This is an optimization exercise on Yosys and OpenROAD, whose aim is small area, a short achievable clock period and few clock cycles, not a production implementation. The RTL was checked by simulation tests, not by an equivalence proof against the original design. No activity file was given, so power comes from the tool's default toggle rates.

==> tundra <==
## scc
module scc(
    input clk,
    input rst,
    output halt_f,
    output data_memory_read,
    output data_memory_write,
    input [31:0] instruction_memory_v,
    input [31:0] data_memory_in_v,
    output [31:0] data_memory_out_v,
    output [31:0] data_memory_a,
    output [31:0] programCounter
);
clock: 12.0 ns
lec_check: 0
cap_margin: 20
core_margin: 2
core_utilization: 40
setup_slack_margin: 0.2
slew_margin: 20
synth_hierarchical: 1
synth_minimum_keep_size: 0
standard.sh (not shown) runs the stock make flow with config.mk's settings and CLKGATE_MAP_FILE= SYNTH_SCRIPT=/design/flow/synth_recipe.tcl, a recipe that flattens the netlist after the stock synthesis.
==> flow/flow/run.sh <==
#!/bin/bash
set -euo pipefail
bash standard.sh SETUP_SLACK_MARGIN=7.4 finish > flow_make.log 2>&1
==> inputs of pepper, as changes to tundra <==
--- a/flow/design.v
+++ b/flow/design.v
@@ -30,16 +30,37 @@
     input  [31:0] b,
     input         cin,
     output [31:0] s,
     output        c31,
     output        c32
 );
-    wire [33:0] t = {1'b0, a, cin} + {1'b0, b, cin};
-    assign s   = t[32:1];
-    assign c32 = t[33];
-    assign c31 = s[31] ^ a[31] ^ b[31];
+    wire [31:0] p = a ^ b;
+    wire [31:0] g0 = (a & b) | {31'd0, p[0] & cin};
+    reg  [31:0] G [0:5];
+    reg  [31:0] P [0:5];
+    integer l, i, j;
+    always @(*) begin
+        G[0] = g0;
+        P[0] = p;
+        for (l = 0; l < 5; l = l + 1) begin
+            for (i = 0; i < 32; i = i + 1) begin
+                j = ((i >> l) << l) - 1;       
+                if (((i >> l) & 1) == 1) begin
+                    G[l+1][i] = G[l][i] | (P[l][i] & G[l][j]);
+                    P[l+1][i] = P[l][i] & P[l][j];
+                end else begin
+                    G[l+1][i] = G[l][i];
+                    P[l+1][i] = P[l][i];
+                end
+            end
+        end
+    end
+    wire [32:0] c = {G[5], cin};
+    assign s   = p ^ c[31:0];
+    assign c31 = c[31];
+    assign c32 = c[32];
 endmodule
 module rdport(
     input  [447:0] regs,
     input  [3:0]   ra,
     output [31:0]  q
 );
@@ -82,12 +103,22 @@
     wire taken = d_b | (d_bcond & (pend ? ins[15] : fl_cond));
     assign fd_go = ~override & ~load_use & ~port_b_busy & ~branch_wait;
     assign issue = fd_go & d_issue;
     assign take_target = fd_go & taken;
     assign take_seq    = fd_go & ~taken;
 endmodule
+module late2(
+    input         sa,
+    input  [31:0] a,
+    input         sb,
+    input  [31:0] b,
+    input  [31:0] rest,
+    output [31:0] y
+);
+    assign y = ({32{sa}} & a) | ({32{sb}} & b) | rest;
+endmodule
 module scc(
     input clk,
     input rst,
     output halt_f,
     output data_memory_read,
     output data_memory_write,
@@ -220,20 +251,20 @@
 wire        last_after_step = (xB[31:3] == 29'd0) || (xB[31:3] == {29{1'b1}});
 wire [31:0] lres = ({32{ex_and}} & (xA & xB)) |
                    ({32{ex_or}}  & (xA | xB)) |
                    ({32{ex_xor}} & (xA ^ xB)) |
                    ({32{ex_not}} & ~xA);
 wire ex_arith = ex_add | ex_sub;
-wire [31:0] ex_result =
-    ({32{ex_arith}} & sum) |
+wire [31:0] ex_other =
     lres |
     ({32{ex_lsl | ex_lsr}} & shres) |
     ({32{ex_pass}} & xB) |
     ({32{ex_movt}} & {xB[15:0], xA[15:0]}) |
-    ({32{ex_movf}} & {28'd0, nzcv}) |
-    ({32{ex_mul}}  & mul_sum);
+    ({32{ex_movf}} & {28'd0, nzcv});
+wire [31:0] ex_result;
+late2 res_mux(.sa(ex_arith), .a(sum), .sb(ex_mul), .b(mul_sum), .rest(ex_other), .y(ex_result));
 wire        lz = ~|lres;
 wire [3:0]  alu_flags = ex_arith ? {an, az, ac, av} : {lres[31], lz, 2'b00};
 wire mem_redirect = mem_jmp;
 wire mul_busy     = ex_v & ex_mul & ~mul_last;
 wire rd2_busy     = ex_v & ex_rd2 & ~ex_ph;
 wire mul_p0       = ex_v & ex_mul & fB_q;
@@ -320,12 +351,28 @@
 end
 always @(posedge clk) begin
     bp_pred <= pred;
     bp_cond <= rd;
     bp_alt  <= pred ? pc_plus4 : pc_target;
 end
+wire mul_step = ex_hold & ~rd2_busy & ~mul_p0;
+wire [31:0] opA_rest = ({32{~ex_hold & fa_mem}} & wb_data) |
+                       ({32{ex_hold & ~rd2_busy & mul_p0}} & xA) |
+                       ({32{mul_step}} & {xA[29:0], 2'b00});
+wire [31:0] opB_rest = ({32{~ex_hold & c_alureg & fb_mem}} & wb_data) |
+                       ({32{~ex_hold & ~c_alureg}} & immB) |
+                       ({32{rd2_busy}} & opB) |
+                       ({32{ex_hold & ~rd2_busy & mul_p0}} & xB) |
+                       ({32{mul_step}} & {{2{xB[31]}}, xB[31:2]});
+wire [31:0] opA_n, opB_n;
+late2 opA_mux(.sa(~ex_hold & ~fa_mem), .a(rfA), .sb(rd2_busy), .b(xC), .rest(opA_rest), .y(opA_n));
+late2 opB_mux(.sa(~ex_hold & c_alureg & ~fb_mem), .a(rfB), .sb(1'b0), .b(32'd0), .rest(opB_rest), .y(opB_n));
+always @(posedge clk) begin
+    opA <= opA_n;
+    opB <= opB_n;
+end
 always @(posedge clk) begin
     if (!ex_hold) begin
         ex_add  <= d_add | c_mem;        
         ex_sub  <= d_sub | d_br;         
         ex_and  <= d_and;
         ex_or   <= d_or;
@@ -346,34 +393,27 @@
         ex_rd2  <= d_movt | d_savf | d_br;
         ex_ph   <= 1'b0;
         ex_aluS <= c_alu & S & ~d_mul;
         ex_mulS <= d_mul & S;
         ex_wpc  <= (d_wrd & (rd == 4'd15)) | d_br;
         ex_rd   <= rd;
-        opA     <= fwdA;
-        opB     <= fwdB;
         fA_q    <= fa_ex;
         fB_q    <= fb_ex;
         bq_n    <= ~fwdB[1:0];
         mul_started <= 1'b0;
         mul_last <= 1'b0;
         bprev   <= 1'b0;
     end else if (rd2_busy) begin
-        opA   <= xC;
         fA_q  <= 1'b0;
         ex_ph <= 1'b1;
     end else if (mul_p0) begin
-        opA   <= xA;
-        opB   <= xB;
         fA_q  <= 1'b0;
         fB_q  <= 1'b0;
         bq_n  <= ~xB[1:0];
         mul_last <= last_after_p0;
     end else begin
-        opA   <= {xA[29:0], 2'b00};
-        opB   <= {{2{xB[31]}}, xB[31:2]};
         fA_q  <= 1'b0;
         fB_q  <= 1'b0;
         bq_n  <= ~xB[3:2];
         mul_started <= 1'b1;
         mul_last <= last_after_step;
         bprev <= xB[1];
==> flow/flow/run.sh (replaced) <==
#!/bin/bash
# Own flow: the standard ORFS layout (standard.sh: standard synthesis,
# floorplan, placement, CTS, routing), changed in two settings only:
#  - the port buffers that placement inserts on every input and output are
#    plain buf_4 cells instead of the delay cells ORFS picks by default.
# The SDC (clock period, I/O delays, loads) is the standard flow's, unchanged. make's
# output goes to flow_make.log; every ORFS step writes its own log under
# orfs/logs/.
set -euo pipefail
bash standard.sh SETUP_SLACK_MARGIN=7.6 "BUFFER_PORTS_ARGS=-buffer_cell sky130_fd_sc_hd__buf_4" finish > flow_make.log 2>&1
- CTS_CLUSTER_DIAMETER: not set -> 60
- CTS_CLUSTER_SIZE: not set -> 30
==> inputs of amber, as changes to tundra <==
--- a/flow/design.v
+++ b/flow/design.v
@@ -82,12 +82,22 @@
     wire taken = d_b | (d_bcond & (pend ? ins[15] : fl_cond));
     assign fd_go = ~override & ~load_use & ~port_b_busy & ~branch_wait;
     assign issue = fd_go & d_issue;
     assign take_target = fd_go & taken;
     assign take_seq    = fd_go & ~taken;
 endmodule
+module late2(
+    input         sa,
+    input  [31:0] a,
+    input         sb,
+    input  [31:0] b,
+    input  [31:0] rest,
+    output [31:0] y
+);
+    assign y = ({32{sa}} & a) | ({32{sb}} & b) | rest;
+endmodule
 module scc(
     input clk,
     input rst,
     output halt_f,
     output data_memory_read,
     output data_memory_write,
@@ -220,20 +230,20 @@
 wire        last_after_step = (xB[31:3] == 29'd0) || (xB[31:3] == {29{1'b1}});
 wire [31:0] lres = ({32{ex_and}} & (xA & xB)) |
                    ({32{ex_or}}  & (xA | xB)) |
                    ({32{ex_xor}} & (xA ^ xB)) |
                    ({32{ex_not}} & ~xA);
 wire ex_arith = ex_add | ex_sub;
-wire [31:0] ex_result =
-    ({32{ex_arith}} & sum) |
+wire [31:0] ex_other =
     lres |
     ({32{ex_lsl | ex_lsr}} & shres) |
     ({32{ex_pass}} & xB) |
     ({32{ex_movt}} & {xB[15:0], xA[15:0]}) |
-    ({32{ex_movf}} & {28'd0, nzcv}) |
-    ({32{ex_mul}}  & mul_sum);
+    ({32{ex_movf}} & {28'd0, nzcv});
+wire [31:0] ex_result;
+late2 res_mux(.sa(ex_arith), .a(sum), .sb(ex_mul), .b(mul_sum), .rest(ex_other), .y(ex_result));
 wire        lz = ~|lres;
 wire [3:0]  alu_flags = ex_arith ? {an, az, ac, av} : {lres[31], lz, 2'b00};
 wire mem_redirect = mem_jmp;
 wire mul_busy     = ex_v & ex_mul & ~mul_last;
 wire rd2_busy     = ex_v & ex_rd2 & ~ex_ph;
 wire mul_p0       = ex_v & ex_mul & fB_q;
@@ -320,12 +330,28 @@
 end
 always @(posedge clk) begin
     bp_pred <= pred;
     bp_cond <= rd;
     bp_alt  <= pred ? pc_plus4 : pc_target;
 end
+wire mul_step = ex_hold & ~rd2_busy & ~mul_p0;
+wire [31:0] opA_rest = ({32{~ex_hold & fa_mem}} & wb_data) |
+                       ({32{ex_hold & ~rd2_busy & mul_p0}} & xA) |
+                       ({32{mul_step}} & {xA[29:0], 2'b00});
+wire [31:0] opB_rest = ({32{~ex_hold & c_alureg & fb_mem}} & wb_data) |
+                       ({32{~ex_hold & ~c_alureg}} & immB) |
+                       ({32{rd2_busy}} & opB) |
+                       ({32{ex_hold & ~rd2_busy & mul_p0}} & xB) |
+                       ({32{mul_step}} & {{2{xB[31]}}, xB[31:2]});
+wire [31:0] opA_n, opB_n;
+late2 opA_mux(.sa(~ex_hold & ~fa_mem), .a(rfA), .sb(rd2_busy), .b(xC), .rest(opA_rest), .y(opA_n));
+late2 opB_mux(.sa(~ex_hold & c_alureg & ~fb_mem), .a(rfB), .sb(1'b0), .b(32'd0), .rest(opB_rest), .y(opB_n));
+always @(posedge clk) begin
+    opA <= opA_n;
+    opB <= opB_n;
+end
 always @(posedge clk) begin
     if (!ex_hold) begin
         ex_add  <= d_add | c_mem;        
         ex_sub  <= d_sub | d_br;         
         ex_and  <= d_and;
         ex_or   <= d_or;
@@ -346,34 +372,27 @@
         ex_rd2  <= d_movt | d_savf | d_br;
         ex_ph   <= 1'b0;
         ex_aluS <= c_alu & S & ~d_mul;
         ex_mulS <= d_mul & S;
         ex_wpc  <= (d_wrd & (rd == 4'd15)) | d_br;
         ex_rd   <= rd;
-        opA     <= fwdA;
-        opB     <= fwdB;
         fA_q    <= fa_ex;
         fB_q    <= fb_ex;
         bq_n    <= ~fwdB[1:0];
         mul_started <= 1'b0;
         mul_last <= 1'b0;
         bprev   <= 1'b0;
     end else if (rd2_busy) begin
-        opA   <= xC;
         fA_q  <= 1'b0;
         ex_ph <= 1'b1;
     end else if (mul_p0) begin
-        opA   <= xA;
-        opB   <= xB;
         fA_q  <= 1'b0;
         fB_q  <= 1'b0;
         bq_n  <= ~xB[1:0];
         mul_last <= last_after_p0;
     end else begin
-        opA   <= {xA[29:0], 2'b00};
-        opB   <= {{2{xB[31]}}, xB[31:2]};
         fA_q  <= 1'b0;
         fB_q  <= 1'b0;
         bq_n  <= ~xB[3:2];
         mul_started <= 1'b1;
         mul_last <= last_after_step;
         bprev <= xB[1];
==> flow/flow/run.sh (replaced) <==
#!/bin/bash
# Own flow: the standard ORFS layout (standard.sh: standard synthesis,
# floorplan, placement, CTS, routing), changed in two settings only:
#  - the port buffers that placement inserts on every input and output are
#    plain buf_4 cells instead of the delay cells ORFS picks by default.
# The SDC (clock period, I/O delays, loads) is the standard flow's, unchanged. make's
# output goes to flow_make.log; every ORFS step writes its own log under
# orfs/logs/.
set -euo pipefail
bash standard.sh SETUP_SLACK_MARGIN=7.6 "BUFFER_PORTS_ARGS=-buffer_cell sky130_fd_sc_hd__buf_4" finish > flow_make.log 2>&1
==> inputs of xenon, as changes to tundra <==
--- a/flow/design.v
+++ b/flow/design.v
@@ -30,16 +30,37 @@
     input  [31:0] b,
     input         cin,
     output [31:0] s,
     output        c31,
     output        c32
 );
-    wire [33:0] t = {1'b0, a, cin} + {1'b0, b, cin};
-    assign s   = t[32:1];
-    assign c32 = t[33];
-    assign c31 = s[31] ^ a[31] ^ b[31];
+    wire [31:0] p = a ^ b;
+    wire [31:0] g0 = (a & b) | {31'd0, p[0] & cin};
+    reg  [31:0] G [0:5];
+    reg  [31:0] P [0:5];
+    integer l, i, j;
+    always @(*) begin
+        G[0] = g0;
+        P[0] = p;
+        for (l = 0; l < 5; l = l + 1) begin
+            for (i = 0; i < 32; i = i + 1) begin
+                j = ((i >> l) << l) - 1;       
+                if (((i >> l) & 1) == 1) begin
+                    G[l+1][i] = G[l][i] | (P[l][i] & G[l][j]);
+                    P[l+1][i] = P[l][i] & P[l][j];
+                end else begin
+                    G[l+1][i] = G[l][i];
+                    P[l+1][i] = P[l][i];
+                end
+            end
+        end
+    end
+    wire [32:0] c = {G[5], cin};
+    assign s   = p ^ c[31:0];
+    assign c31 = c[31];
+    assign c32 = c[32];
 endmodule
 module rdport(
     input  [447:0] regs,
     input  [3:0]   ra,
     output [31:0]  q
 );
@@ -82,12 +103,22 @@
     wire taken = d_b | (d_bcond & (pend ? ins[15] : fl_cond));
     assign fd_go = ~override & ~load_use & ~port_b_busy & ~branch_wait;
     assign issue = fd_go & d_issue;
     assign take_target = fd_go & taken;
     assign take_seq    = fd_go & ~taken;
 endmodule
+module late2(
+    input         sa,
+    input  [31:0] a,
+    input         sb,
+    input  [31:0] b,
+    input  [31:0] rest,
+    output [31:0] y
+);
+    assign y = ({32{sa}} & a) | ({32{sb}} & b) | rest;
+endmodule
 module scc(
     input clk,
     input rst,
     output halt_f,
     output data_memory_read,
     output data_memory_write,
@@ -220,20 +251,20 @@
 wire        last_after_step = (xB[31:3] == 29'd0) || (xB[31:3] == {29{1'b1}});
 wire [31:0] lres = ({32{ex_and}} & (xA & xB)) |
                    ({32{ex_or}}  & (xA | xB)) |
                    ({32{ex_xor}} & (xA ^ xB)) |
                    ({32{ex_not}} & ~xA);
 wire ex_arith = ex_add | ex_sub;
-wire [31:0] ex_result =
-    ({32{ex_arith}} & sum) |
+wire [31:0] ex_other =
     lres |
     ({32{ex_lsl | ex_lsr}} & shres) |
     ({32{ex_pass}} & xB) |
     ({32{ex_movt}} & {xB[15:0], xA[15:0]}) |
-    ({32{ex_movf}} & {28'd0, nzcv}) |
-    ({32{ex_mul}}  & mul_sum);
+    ({32{ex_movf}} & {28'd0, nzcv});
+wire [31:0] ex_result;
+late2 res_mux(.sa(ex_arith), .a(sum), .sb(ex_mul), .b(mul_sum), .rest(ex_other), .y(ex_result));
 wire        lz = ~|lres;
 wire [3:0]  alu_flags = ex_arith ? {an, az, ac, av} : {lres[31], lz, 2'b00};
 wire mem_redirect = mem_jmp;
 wire mul_busy     = ex_v & ex_mul & ~mul_last;
 wire rd2_busy     = ex_v & ex_rd2 & ~ex_ph;
 wire mul_p0       = ex_v & ex_mul & fB_q;
@@ -320,12 +351,28 @@
 end
 always @(posedge clk) begin
     bp_pred <= pred;
     bp_cond <= rd;
     bp_alt  <= pred ? pc_plus4 : pc_target;
 end
+wire mul_step = ex_hold & ~rd2_busy & ~mul_p0;
+wire [31:0] opA_rest = ({32{~ex_hold & fa_mem}} & wb_data) |
+                       ({32{ex_hold & ~rd2_busy & mul_p0}} & xA) |
+                       ({32{mul_step}} & {xA[29:0], 2'b00});
+wire [31:0] opB_rest = ({32{~ex_hold & c_alureg & fb_mem}} & wb_data) |
+                       ({32{~ex_hold & ~c_alureg}} & immB) |
+                       ({32{rd2_busy}} & opB) |
+                       ({32{ex_hold & ~rd2_busy & mul_p0}} & xB) |
+                       ({32{mul_step}} & {{2{xB[31]}}, xB[31:2]});
+wire [31:0] opA_n, opB_n;
+late2 opA_mux(.sa(~ex_hold & ~fa_mem), .a(rfA), .sb(rd2_busy), .b(xC), .rest(opA_rest), .y(opA_n));
+late2 opB_mux(.sa(~ex_hold & c_alureg & ~fb_mem), .a(rfB), .sb(1'b0), .b(32'd0), .rest(opB_rest), .y(opB_n));
+always @(posedge clk) begin
+    opA <= opA_n;
+    opB <= opB_n;
+end
 always @(posedge clk) begin
     if (!ex_hold) begin
         ex_add  <= d_add | c_mem;        
         ex_sub  <= d_sub | d_br;         
         ex_and  <= d_and;
         ex_or   <= d_or;
@@ -346,34 +393,27 @@
         ex_rd2  <= d_movt | d_savf | d_br;
         ex_ph   <= 1'b0;
         ex_aluS <= c_alu & S & ~d_mul;
         ex_mulS <= d_mul & S;
         ex_wpc  <= (d_wrd & (rd == 4'd15)) | d_br;
         ex_rd   <= rd;
-        opA     <= fwdA;
-        opB     <= fwdB;
         fA_q    <= fa_ex;
         fB_q    <= fb_ex;
         bq_n    <= ~fwdB[1:0];
         mul_started <= 1'b0;
         mul_last <= 1'b0;
         bprev   <= 1'b0;
     end else if (rd2_busy) begin
-        opA   <= xC;
         fA_q  <= 1'b0;
         ex_ph <= 1'b1;
     end else if (mul_p0) begin
-        opA   <= xA;
-        opB   <= xB;
         fA_q  <= 1'b0;
         fB_q  <= 1'b0;
         bq_n  <= ~xB[1:0];
         mul_last <= last_after_p0;
     end else begin
-        opA   <= {xA[29:0], 2'b00};
-        opB   <= {{2{xB[31]}}, xB[31:2]};
         fA_q  <= 1'b0;
         fB_q  <= 1'b0;
         bq_n  <= ~xB[3:2];
         mul_started <= 1'b1;
         mul_last <= last_after_step;
         bprev <= xB[1];
==> flow/flow/run.sh (replaced) <==
#!/bin/bash
# Own flow: the standard ORFS layout (standard.sh: standard synthesis,
# floorplan, placement, CTS, routing), changed in two settings only:
#  - the port buffers that placement inserts on every input and output are
#    plain buf_4 cells instead of the delay cells ORFS picks by default.
# The SDC (clock period, I/O delays, loads) is the standard flow's, unchanged. make's
# output goes to flow_make.log; every ORFS step writes its own log under
# orfs/logs/.
set -euo pipefail
bash standard.sh SETUP_SLACK_MARGIN=7.6 "BUFFER_PORTS_ARGS=-buffer_cell sky130_fd_sc_hd__buf_4" finish > flow_make.log 2>&1
==> run notes <==
quantity                                                                           pepper       xenon       amber                    tundra
Outcome                                                          timing/DRC/antenna clean  timing/DRC/antenna clean  timing/DRC/antenna clean  timing/DRC/antenna clean
Startpoint of the worst setup timing path                         instruction_memory_v[0]        fB_q        fB_q  instruction_memory_v[13]
Antenna violations before repair                                                       11          13          10                        15
Met2 usage                                                                          0.471       0.471       0.489                     0.485
Worst-case hold slack                                                            0.504 ns    0.500 ns    0.477 ns                  0.503 ns
Number of clock-tree buffers in the layout                                             73         114         103                        98
Critical path startpoint category                                               input pin    register    register                 input pin
WP buf/inv                                                                              4           3           5                         5
Setup WS post-layout                                                              7.54 ns     7.52 ns     7.46 ns                   7.32 ns
Gpl congestion                                                                       1.10        1.10        1.08                      1.02
DRT met1 WL                                                                       77.7 mm     78.8 mm     83.4 mm                   84.3 mm
Number of fill cells in the layout                                                  10600       10500       11000                     11100
Clock network power                                                               2.41 mW     2.45 mW     2.61 mW                   2.47 mW
Net total in the final layout                                                        4899        4922        5097                      5402
Crit path capture                                                              bp_alt[31]     nzcv[2]     nzcv[3]                    opA[1]
Post-DR vias/cell                                                                    6.57        6.56        6.61                      6.63
Mapped cell area                                                               0.0463 mm²  0.0463 mm²  0.0478 mm²                0.0486 mm²
Cells after Synth                                                                    4496        4496        4733                      4973
Slowest stage cell on the critical path                                              fa_2    a221oi_1    edfxtp_1                   a21oi_1
Detailed-routing iteration count for the pre-antenna-repair pass                        7           6           6                        12
Internal cell power                                                               6.16 mW     6.35 mW     6.48 mW                   6.82 mW
Register-to-register path setup slack                                             7.58 ns     7.52 ns     7.46 ns                   7.37 ns
Die Outline Area                                                                0.119 mm²   0.119 mm²   0.122 mm²                 0.124 mm²
Number of gates on the worst path with buffers counted                                 14          12          20                        13
Testbench counts of tundra, summed over its fixed seeds: cycles 70,539.
Testbench counts of pepper, summed over its fixed seeds: cycles 70,539.
Testbench counts of amber, summed over its fixed seeds: cycles 70,539.
Testbench counts of xenon, summed over its fixed seeds: cycles 70,539.

## port drivers added, routing unchanged
Ports are ideal in the flow. The routed layouts listed here were re-timed in OpenROAD. Step 1 assumes that a clkbuf_16 drives the clock port and a buf_2 every other input. Step 2, shift: input delay + t, output delay - t, t = (earliest + latest rising clock arrival at the registers) / 2. This alone moves slack from input paths to output paths. Three values: no drivers, after step 1, after step 2; two values: the first two.
run | t, ns | setup slack, ns | worst hold slack (ns) | worst setup path after step 2 | worst register clock-pin slew, ns
tundra | 0.708 | 7.316 / 7.322 / 6.644 | 0.503 / 0.503 / 0.503 | input to register | 0.07 / 0.07
pepper | 0.744 | 7.537 / 7.574 / 6.829 | 0.504 / 0.504 / 0.504 | input to register | 0.10 / 0.10
amber | 0.745 | 7.462 / 7.462 / 6.854 | 0.477 / 0.477 / 0.477 | input to register | 0.07 / 0.07
xenon | 0.756 | 7.519 / 7.519 / 6.847 | 0.500 / 0.500 / 0.500 | input to register | 0.07 / 0.07
After both steps every run listed still meets setup and hold. For pepper, which loses most, drivers alone change the setup slack by +0.037 ns; drivers and shift together by -0.708 ns.
